Background: an optimization exercise with open tools, aiming at small area. Do not read the settings as production practice. Only simulation tests tie the RTL to the original design; equivalence was not proved.

==> flow/design.v (outline; a module is shown in full before it is edited, if it fits) <==
// module ResonantLowPassFilter: 2373 lines
// module rlpf_fa: 4 lines
// module rlpf_ha: 4 lines
module ResonantLowPassFilter(
    input clk,
    input signed [15:0] audio_in,
    input signed [15:0] cutoff,
    input signed [15:0] resonance,
    input signed [15:0] gain,
    input reset_n,
    output reg signed [15:0] filtered_audio
);
  // ...
==> flow/run.sh <==
#!/bin/bash
# synth_recipe.tcl (not shown) runs the flow's synth.tcl, then flattens the netlist and writes it again
# the make line also repeats each setting of config.mk as NAME=value (left out here)
make -C /OpenROAD-flow-scripts/flow DESIGN_CONFIG=/design/flow/config.mk WORK_HOME=/design/flow/orfs CLKGATE_MAP_FILE= SYNTH_SCRIPT=/design/flow/synth_recipe.tcl finish
==> flow/config.mk <==
export PLATFORM = sky130hd
export DESIGN_NAME = ResonantLowPassFilter
export DESIGN_NICKNAME = ResonantLowPassFilter
export VERILOG_FILES = /design/flow/design.v
export SDC_FILE = /design/flow/constraint.sdc
export NUM_CORES = 4
export LEC_CHECK = 0
export ABC_AREA = 1
export CAP_MARGIN = 0
export CORE_MARGIN = 2
export CORE_UTILIZATION = 60
export CTS_BUF_LIST = sky130_fd_sc_hd__clkbuf_4 sky130_fd_sc_hd__clkbuf_8
export SLEW_MARGIN = 0
export SYNTH_HIERARCHICAL = 1
==> flow/constraint.sdc <==
create_clock -name core_clock -period 7.0 [get_ports {clk}]
set_input_delay 1.4000 -clock core_clock [delete_from_list [all_inputs] [get_ports {clk}]]
set_output_delay 1.4000 -clock core_clock [all_outputs]
set_load 0.01 [all_outputs]
==> results by group, run 1 <==
Worst hold path
  – Worst min path class: reg2reg
  – Hold Startpoint: sum_reg[2]

Yosys
  – Fraction of registers with async set/reset: roughly 67%
  – Mapped Cells: 1530
  – Mapped Nets: ~1.9k
  – Yosys reg bits: 96
  – Dominant cell type by area after synthesis: fa_1

Finish
  – Layout Cells excl Fill: 1881
  – Multi-input combinational cell area: 11400 um2
  – Ant diodes: 0
  – Count of multi-input gates: 1176
  – Fin util: between 60% and 70%
  – Fin nets: 1949

Floorplan
  – Chip height: between 150 and 200 um

Routing
  – Via density: approximately 6
  – Wire length on met3: 2600 um
  – Routed Antenna Nets: 0

CTS
  – H-tree depth: 3
  – Max clock buf depth: 2

Placement
  – HPWL Detailed: about 29000 um

Status
  – Status: finished clean

Timing
  – Final setup skew: about 16 ps
  – Slew headroom: around 37%

Worst setup path
  – CP endpoint kind: flop
==> run 2, diff against run 1 <==
--- a/flow/config.mk
+++ b/flow/config.mk
@@ -6,9 +6,9 @@
 export NUM_CORES = 4
 export LEC_CHECK = 0
 export ABC_AREA = 1
-export CAP_MARGIN = 0
+export CAP_MARGIN = 20
 export CORE_MARGIN = 2
 export CORE_UTILIZATION = 60
 export CTS_BUF_LIST = sky130_fd_sc_hd__clkbuf_4 sky130_fd_sc_hd__clkbuf_8
-export SLEW_MARGIN = 0
+export SLEW_MARGIN = 20
 export SYNTH_HIERARCHICAL = 1
==> run 2 against run 1 <==
Still clean. Critical path depth stayed put. Clock skew stayed put. Design area stayed put. Flip-flop and latch count stayed put. Core utilization stayed put. Area after synthesis stayed put. Die area stayed put. Critical path type unchanged. Critical endpoint unchanged. Largest cell class unchanged.
==> results by group, run 2 <==
Timing
  – Final setup skew: 15.6 ps (unchanged)
  – Worst Setup Slack, final: 390 ps (unchanged)
  – Minimum clock period: 6610 ps (unchanged)
  – Fmax: 0.151 GHz (unchanged)
  – RSZ-0062 raised after global routing: no (unchanged)
  – # setup viols final: 0 (unchanged)
  – Slew headroom: 36.8% (unchanged)
  – Final max-slew violation count: 0 (unchanged)
  – Hold Vio Cnt, Final: 0 (unchanged)
  – Tightest Pin Transition: 948 ps (unchanged)
  – Final hold slack: 358 ps (unchanged)
  – Setup_tns: 0 ps (unchanged)
  – Period utilization: 94.4% (unchanged)

Routing
  – Via density: 6.07 (unchanged)
  – Routed Antenna Nets: 0 (unchanged)
  – Iteration-0 DRC Markers: 1054 (unchanged)
  – # DRC: 0 (unchanged)
  – DR vias: 11.4k (unchanged)
  – DR pass1 iterations: 5 (unchanged)
  – Wire per inst: 19.9 um (unchanged)
  – Post-Route WL: 37400 um (unchanged)

CTS
  – CTS root buffer: clkbuf_8 (unchanged)
  – Number of hold buffers added after CTS: 0 (unchanged)
  – Sink Count: 96 (unchanged)
  – CTS clk-pin slew, worst paths: 100 ps (about the same)
  – Clk latency of the worst-skew pair: 390 ps (about the same)
  – Max clock buf depth: 2 (unchanged)
  – CTS tree: done (unchanged)
  – H-tree depth: 3 (unchanged)
  – CTS Buf Count: 9 (unchanged)

Global route
  – First-pass GRT wire length: 62100 um (unchanged)
  – Initial antenna violation count: 0 (unchanged)
  – Number of global-route vias before repair: 11.8k (unchanged)
  – Largest net degree at the start of global routing: 65 (unchanged)
  – Global Route Usage Sum: 30.6% (unchanged)
  – Total gr overflow: 0 (unchanged)

Yosys
  – Top cells by count, synth: 272 x xor2_1, 238 x o22ai_1, 219 x fa_1 (unchanged)
  – Dominant cell type by area after synthesis: fa_1 (unchanged)
  – Top-count cell post-synth: xor2_1 (unchanged)
  – Post-synth top area share: 30.0% (unchanged)
  – Post-synthesis sequential area ratio: 15.4% (unchanged)
  – Post-synth cell types: 43 (unchanged)
  – Synth Warn #: 7 (unchanged)
  – Yosys reg bits: 96 (unchanged)
  – Top post-synthesis cells by area: fa_1 30%, xor2_1 16%, dfrtp_1 11% (unchanged)
  – Fraction of registers with async set/reset: 66.7% (unchanged)
  – Syn_area_per_cell: 9.55 um2 (unchanged)
  – EDFF count, synth: 0 (unchanged)
  – Mapped Cells: 1530 (unchanged)
  – Post-Syn Area: 14600 um2 (unchanged)
  – Synth Flop Type: dfrtp_1 (unchanged)
  – Mapped Nets: 1927 (unchanged)

Placement
  – Gpl congestion: 0.883 (unchanged)
  – Input/output buffers: 80 (unchanged)
  – Placed Area: 15700 um2 (unchanged)
  – HPWL Detailed: 28600 um (unchanged)
  – Placement Setup Slack: 273 ps (unchanged)

Floorplan
  – Top Ports: 82 (unchanged)
  – DIE AREA: 25600 um2 (unchanged)
  – Initial Util: 60.6% (unchanged)
  – Placeable Area: 24100 um2 (unchanged)
  – Die extent in x: 160 um (unchanged)
  – Num rows: 57 (unchanged)
  – Chip height: 160 um (unchanged)

Worst setup path
  – Worst setup SP type: flop (unchanged)
  – R2R depth: 25 (unchanged)
  – Worst-path maximum fanout: 16 (unchanged)
  – CP Data Arrival Time: 6940 ps (about the same)
  – Setup CP Type: reg2reg (unchanged)
  – WP data required: 7330 ps (about the same)
  – CP endpoint kind: flop (unchanged)

Finish
  – Fin nets: 1949 (unchanged)
  – Fin util: 66.1% (unchanged)
  – Ant diodes: 0 (unchanged)
  – Most frequent cells in the layout: 272 x xor2_1, 238 x o22ai_1, 219 x fa_1, 138 x inv_1, 133 x nand2_1 (unchanged)
  – Share of post-route cells with drive strength above 1: 6.49% (unchanged)
  – Cell area after layout: 15900 um2 (unchanged)
  – Most common cell after layout, fill and taps aside: xor2_1 (unchanged)
  – Area Growth Syn to Fin: 9.11% (unchanged)

Status
  – Status: finished clean (unchanged)

Worst hold path
  – Hold Path Cell Cnt: 0 (unchanged)
  – Worst min path class: reg2reg (unchanged)

Run
  – Max_cap viols: 0 (unchanged)
## run 2: cell counts after synthesis
No cell type changed its count.
## run 2: repair_timing
| item | in CTS | in global routing |
|---|---|---|
| setup endpoints to repair | 0 | 12 |
| resized for setup | 0 | 3 |
| setup buffers | 0 | 3 |
## run 2: kinds of logic (layout without fill, tap and decap cells)
logic type / Yosys count / count (layout) / share of synthesized area [%]
compound gates: 321 / 321 / 13.5
xor+xnor: 290 / 290 / 17.6
fa+ha+maj: 331 / 331 / 39.6
buf+inv: 258 / 285 / 7.01
flops: 96 / 96 / 15.4
simple gates: 234 / 234 / 6.99
## run 2: final timing paths
check | start | end | slack, ps
setup / recovery | state[11] | sum_reg[0] | 390
hold / removal | sum_reg[2] | filtered_audio[2] | 360
setup reg to reg | state[11] | sum_reg[0] | 390
hold reg to reg | sum_reg[2] | filtered_audio[2] | 360
max in group asynchronous | reset_n | state[7] | 5200
min in group asynchronous | reset_n | state[1] | 1120
## run 2: modules after synthesis (local to each module, per instance)
module	flops+latches	cells inside
rlpf_fa	0	1
ResonantLowPassFilter	96	1293
rlpf_ha	0	1
## run 2: critical path, cell delays in order (launching register included)
cell	delay [ps]
dfrtp_2	670
inv_1	250
o21ai_2	610
o22ai_1	160
xor2_1	180
ha_1	350
fa_1	400
fa_1	600
fa_1	430
ha_1	340
inv_1	70
nor3_1	240
nand3_1	110
nand2_1	170
nand2_1	120
nand2_1	160
nand2_1	80
nand2_1	90
a21boi_0	120
fa_1	400
xnor2_1	230
xor2_2	310
nor2_4	100
inv_2	170
nand3_1	90
nand2_1	70
## run 2: final cells by class
cell class,instances,area [um2]
repair buffers,126,1140
clock inverters,6,85.1
inverters,143,542
clock buffers,10,138
fillers,2044,8170
well taps,324,405
multi-input cells,1176,11400
flip-flops and latches,96,2250
## run 2: per-layer routing
layer	track usage, %	share of wire, %
met1	44.0	43
met2	48.0	47
met3	4.47	7.0
met4	10.1	3.3
met5	0	0
## run 2: stage by stage
step / instances
2_1_floorplan: 1530
4_1_cts: 1878
6_report: 1881
5_1_grt: 1881
3_5_place_dp: 1862
3_3_place_gp: 1862
==> run 3, diff against run 2 <==
--- a/flow/config.mk
+++ b/flow/config.mk
@@ -8,7 +8,6 @@
 export ABC_AREA = 1
 export CAP_MARGIN = 20
 export CORE_MARGIN = 2
-export CORE_UTILIZATION = 60
-export CTS_BUF_LIST = sky130_fd_sc_hd__clkbuf_4 sky130_fd_sc_hd__clkbuf_8
+export CORE_UTILIZATION = 40
 export SLEW_MARGIN = 20
 export SYNTH_HIERARCHICAL = 1
==> run 3 against run 2 <==
Still clean on timing, DRC and antenna. Design area up 1.6%. Sequential share of layout area down 0.22 points. Clock skew up 1.5 ps. Worst setup slack better by 100 ps. Register-to-register slack better by 100 ps. Worst hold slack worse by 9.3 ps. Critical path type unchanged.
==> results by group, run 3 <==
Status
  – Status: finished clean (unchanged)

Yosys
  – Post-synth top area share: 30.0% (unchanged)
  – EDFF count, synth: 0 (unchanged)
  – Synth Flop Type: dfrtp_1 (unchanged)
  – Top cells by count, synth: 272 x xor2_1, 238 x o22ai_1, 219 x fa_1 (unchanged)
  – Post-synth cell types: 43 (unchanged)
  – Top-count cell post-synth: xor2_1 (unchanged)
  – Top post-synthesis cells by area: fa_1 30%, xor2_1 16%, dfrtp_1 11% (unchanged)
  – Synth Warn #: 7 (unchanged)
  – Syn_area_per_cell: 9.55 um2 (unchanged)
  – Fraction of registers with async set/reset: 66.7% (unchanged)
  – Mapped Cells: 1530 (unchanged)
  – Yosys reg bits: 96 (unchanged)
  – Mapped Nets: 1927 (unchanged)
  – Dominant cell type by area after synthesis: fa_1 (unchanged)
  – Post-synthesis sequential area ratio: 15.4% (unchanged)
  – Post-Syn Area: 14600 um2 (unchanged)

Routing
  – DR top layer: met4 (unchanged)
  – Wire per inst: 19.1 um (was 19.9 um)
  – M1 WL: 17000 um (was 16200 um)
  – DR pass1 iterations: 8 (was 5)
  – Post-Route WL: 38500 um (was 37400 um)
  – Routed Antenna Nets: 0 (unchanged)
  – Routed wl met2: 17800 um (was 17400 um)
  – Wire length on met3: 2940 um (was 2600 um)
  – Iteration-0 DRC Markers: 861 (was 1054)
  – Via density: 5.59 (was 6.07)
  – # DRC: 0 (unchanged)
  – DR vias: 11.3k (was 11.4k)

Placement
  – Input/output buffers: 80 (unchanged)
  – Gpl congestion: 0.881 (was 0.883)
  – HPWL Detailed: 30100 um (was 28600 um)
  – Placed cells: 2004 (was 1862)
  – Placed Area: 15900 um2 (was 15700 um2)

Timing
  – Slew headroom: 43.3% (was 36.8%)
  – Minimum clock period: 6510 ps (was 6610 ps)
  – RSZ-0062 raised after global routing: no (unchanged)
  – Tightest Pin Transition: 850 ps (was 948 ps)
  – Setup_tns: 0 ps (unchanged)
  – Final setup skew: 17.1 ps (was 15.6 ps)
  – Period utilization: 92.9% (was 94.4%)
  – # setup viols final: 0 (unchanged)
  – Fmax: 0.154 GHz (was 0.151 GHz)
  – Final hold slack: 348 ps (was 358 ps)
  – Hold Vio Cnt, Final: 0 (unchanged)
  – Final max-slew violation count: 0 (unchanged)

CTS
  – CTS Buf Count: 9 (unchanged)
  – Setup bufs post-CTS: 0 (unchanged)
  – Sink Count: 96 (unchanged)
  – Max clock buf depth: 2 (unchanged)
  – CTS root buffer: clkbuf_16 (was clkbuf_8)
  – H-tree depth: 3 (unchanged)
  – Clk latency of the worst-skew pair: 390 ps (about the same)
  – CTS clk-pin slew, worst paths: 70 ps (was 100 ps)
  – CTS tree: done (unchanged)

Worst setup path
  – WP data required: 7250 ps (was 7330 ps)
  – Critical Path Source: state[11] (unchanged)
  – Critical path buffers and inverters: 2 (was 3)
  – CP Data Arrival Time: 6760 ps (was 6940 ps)
  – WP depth: 26 (was 25)
  – Slowest-stage cell, CP: fa_1 (was dfrtp_2)
  – R2R depth: 26 (was 25)
  – Setup CP Type: reg2reg (unchanged)
  – Worst reg2reg setup slack: 490 ps (was 390 ps)
  – CP endpoint kind: flop (unchanged)
  – Critical path endpoint: sum_reg[9] (was sum_reg[0])
  – Worst r2r dst: sum_reg[9] (was sum_reg[0])
  – Worst setup SP type: flop (unchanged)
  – R2r startpoint: state[11] (unchanged)
  – Most used cell, CP: nand2_1 (unchanged)
  – Worst-path maximum fanout: 8 (was 16)
  – Critical path's top delay family: adder cells (unchanged)
  – CP max stage delay: 590 ps (was 670 ps)

Finish
  – Most common cell after layout, fill and taps aside: xor2_1 (unchanged)
  – Ant diodes: 0 (unchanged)
  – Area Growth Syn to Fin: 10.8% (was 9.11%)
  – Fin nets: 1951 (was 1949)
  – Share of post-route cells with drive strength above 1: 6.61% (was 6.49%)
  – Cell area after layout: 16200 um2 (was 15900 um2)
  – Most frequent cells in the layout: 272 x xor2_1, 238 x o22ai_1, 219 x fa_1, 137 x inv_1, 132 x nand2_1 (was 272 x xor2_1, 238 x o22ai_1, 219 x fa_1, 138 x inv_1, 133 x nand2_1)
  – Layout Cells excl Fill: 2020 (was 1881)

Floorplan
  – Num rows: 69 (was 57)
  – Chip height: 195 um (was 160 um)
  – Top Ports: 82 (unchanged)
  – Initial Util: 40.9% (was 60.6%)
  – Die extent in x: 195 um (was 160 um)
  – DIE AREA: 38100 um2 (was 25600 um2)
  – Placeable Area: 35700 um2 (was 24100 um2)

Global route
  – Total gr overflow: 0 (unchanged)
  – Number of global-route vias before repair: 11.8k (about the same)
  – First-pass GRT wire length: 63800 um (was 62100 um)
  – Largest net degree at the start of global routing: 65 (unchanged)
  – Global Route Usage Sum: 21.2% (was 30.6%)
  – Initial antenna violation count: 0 (unchanged)

Worst hold path
  – Worst min path class: reg2reg (unchanged)

Run
  – Max_cap viols: 0 (unchanged)
==> run 3: changes by cell type in the layout (fill, tap and decap cells not counted), sizes merged <==
| cell | before | now |
|---|---|---|
| bufinv | 1 | 0 |
| inv | 146 | 145 |
| clkinv | 1 | 3 |
| buf | 47 | 49 |
==> run 3: cells by family after synthesis <==
| group | Yosys count | synth area share, % |
|---|---|---|
| compound gates | 321 | 13.5 |
| xor+xnor | 290 | 17.6 |
| simple gates | 234 | 6.99 |
| buf+inv | 258 | 7.01 |
| fa+ha+maj | 331 | 39.6 |
| flops | 96 | 15.4 |
==> run 3: repair_timing <==
action / 4_1_cts / 5_1_grt
hold buffers: 0 / 0
endpoints found under the hold margin: 0 / 0
endpoints found under the setup margin: 0 / 8
resized for setup: 0 / 4
==> run 3: Yosys stat by module, one instance, submodules excluded <==
| module | times used | flops+latches | cells inside |
|---|---|---|---|
| ResonantLowPassFilter | 1 | 96 | 1293 |
| rlpf_ha | 41 | 0 | 1 |
| rlpf_fa | 196 | 0 | 1 |
==> run 3: worst min path at each step <==
| stage | to | slack [ps] | startpoint | depth (start not counted) |
|---|---|---|---|---|
| 3_3_place_gp | filtered_audio[2] | 330 | sum_reg[2] | 0 |
| 6_report | filtered_audio[3] | 350 | sum_reg[3] | 0 |
| 5_1_grt | filtered_audio[13] | 350 | sum_reg[13] | 0 |
| 3_5_place_dp | filtered_audio[2] | 330 | sum_reg[2] | 0 |
| 2_1_floorplan | filtered_audio[0] | 330 | sum_reg[0] | 0 |
| 4_1_cts | filtered_audio[2] | 350 | sum_reg[2] | 0 |
==> run 3: routing by layer <==
layer  track usage [%]  up-vias
li1                  -     5166
met1              29.5     5635
met2              34.0      447
met3              3.80       47
met4              5.51        0
met5                 0        -
==> run 3: metrics by stage <==
step	setup slack (ps)	utilization (%)
global placement	296	44.5
finish	494	45.3
global route	18.0	45.3
detailed placement	280	44.5
CTS	375	45.2
floorplan	1180	-
==> run 3: cell type report <==
cell class	count	area [um2]
Tap cell	461	577
Clock buffer	10	229
Inverter	143	546
Fill cell	3455	19600
Sequential cell	96	2250
Timing Repair Buffer	128	1160
Clock inverter	6	51.3
Multi-Input combinational cell	1176	11400
==> run 3: worst register-to-register path: cells and delay by family, from the launching register on <==
| family | cells | cell delay, ps |
|---|---|---|
| AOI/OAI and AO/OA | 1 | 120 |
| xor gates and xnor gates | 2 | 400 |
| adders and majority gates | 6 | 2710 |
| buffers and inverters | 2 | 240 |
| DFF | 1 | 440 |
| and+or+nand+nor | 15 | 2470 |

## static timing again, ports no longer ideal
The flow's constraints put no driver on any port. The routed layouts listed below were extracted and timed again, unchanged, in two steps. Step 1 assumes that a clkbuf_16 drives the clock port and a buf_2 every other input. Step 2, shift: input delay + t, output delay - t, t = (earliest + latest rising clock arrival at the registers) / 2. This alone moves slack from input paths to output paths. Slacks: ideal / step 1 / step 2; pairs: ideal / step 1.
run	shift t [ns]	slack for setup (ns)	latest minus earliest clock arrival (ns)	worst slew at a driven data input, ns	cell pins on the clock port's net
run 1	0.434	0.390 / 0.390 / 0.356	0.016 / 0.016	0.05	1
run 2	0.434	0.390 / 0.390 / 0.356	0.016 / 0.016	0.05	1
run 3	0.433	0.494 / 0.494 / 0.322	0.017 / 0.017	0.04	1
After both steps every run listed still meets setup and hold. The setup slack of run 3, which loses most, moves by 0.000 ns with the drivers and by -0.172 ns with both steps.
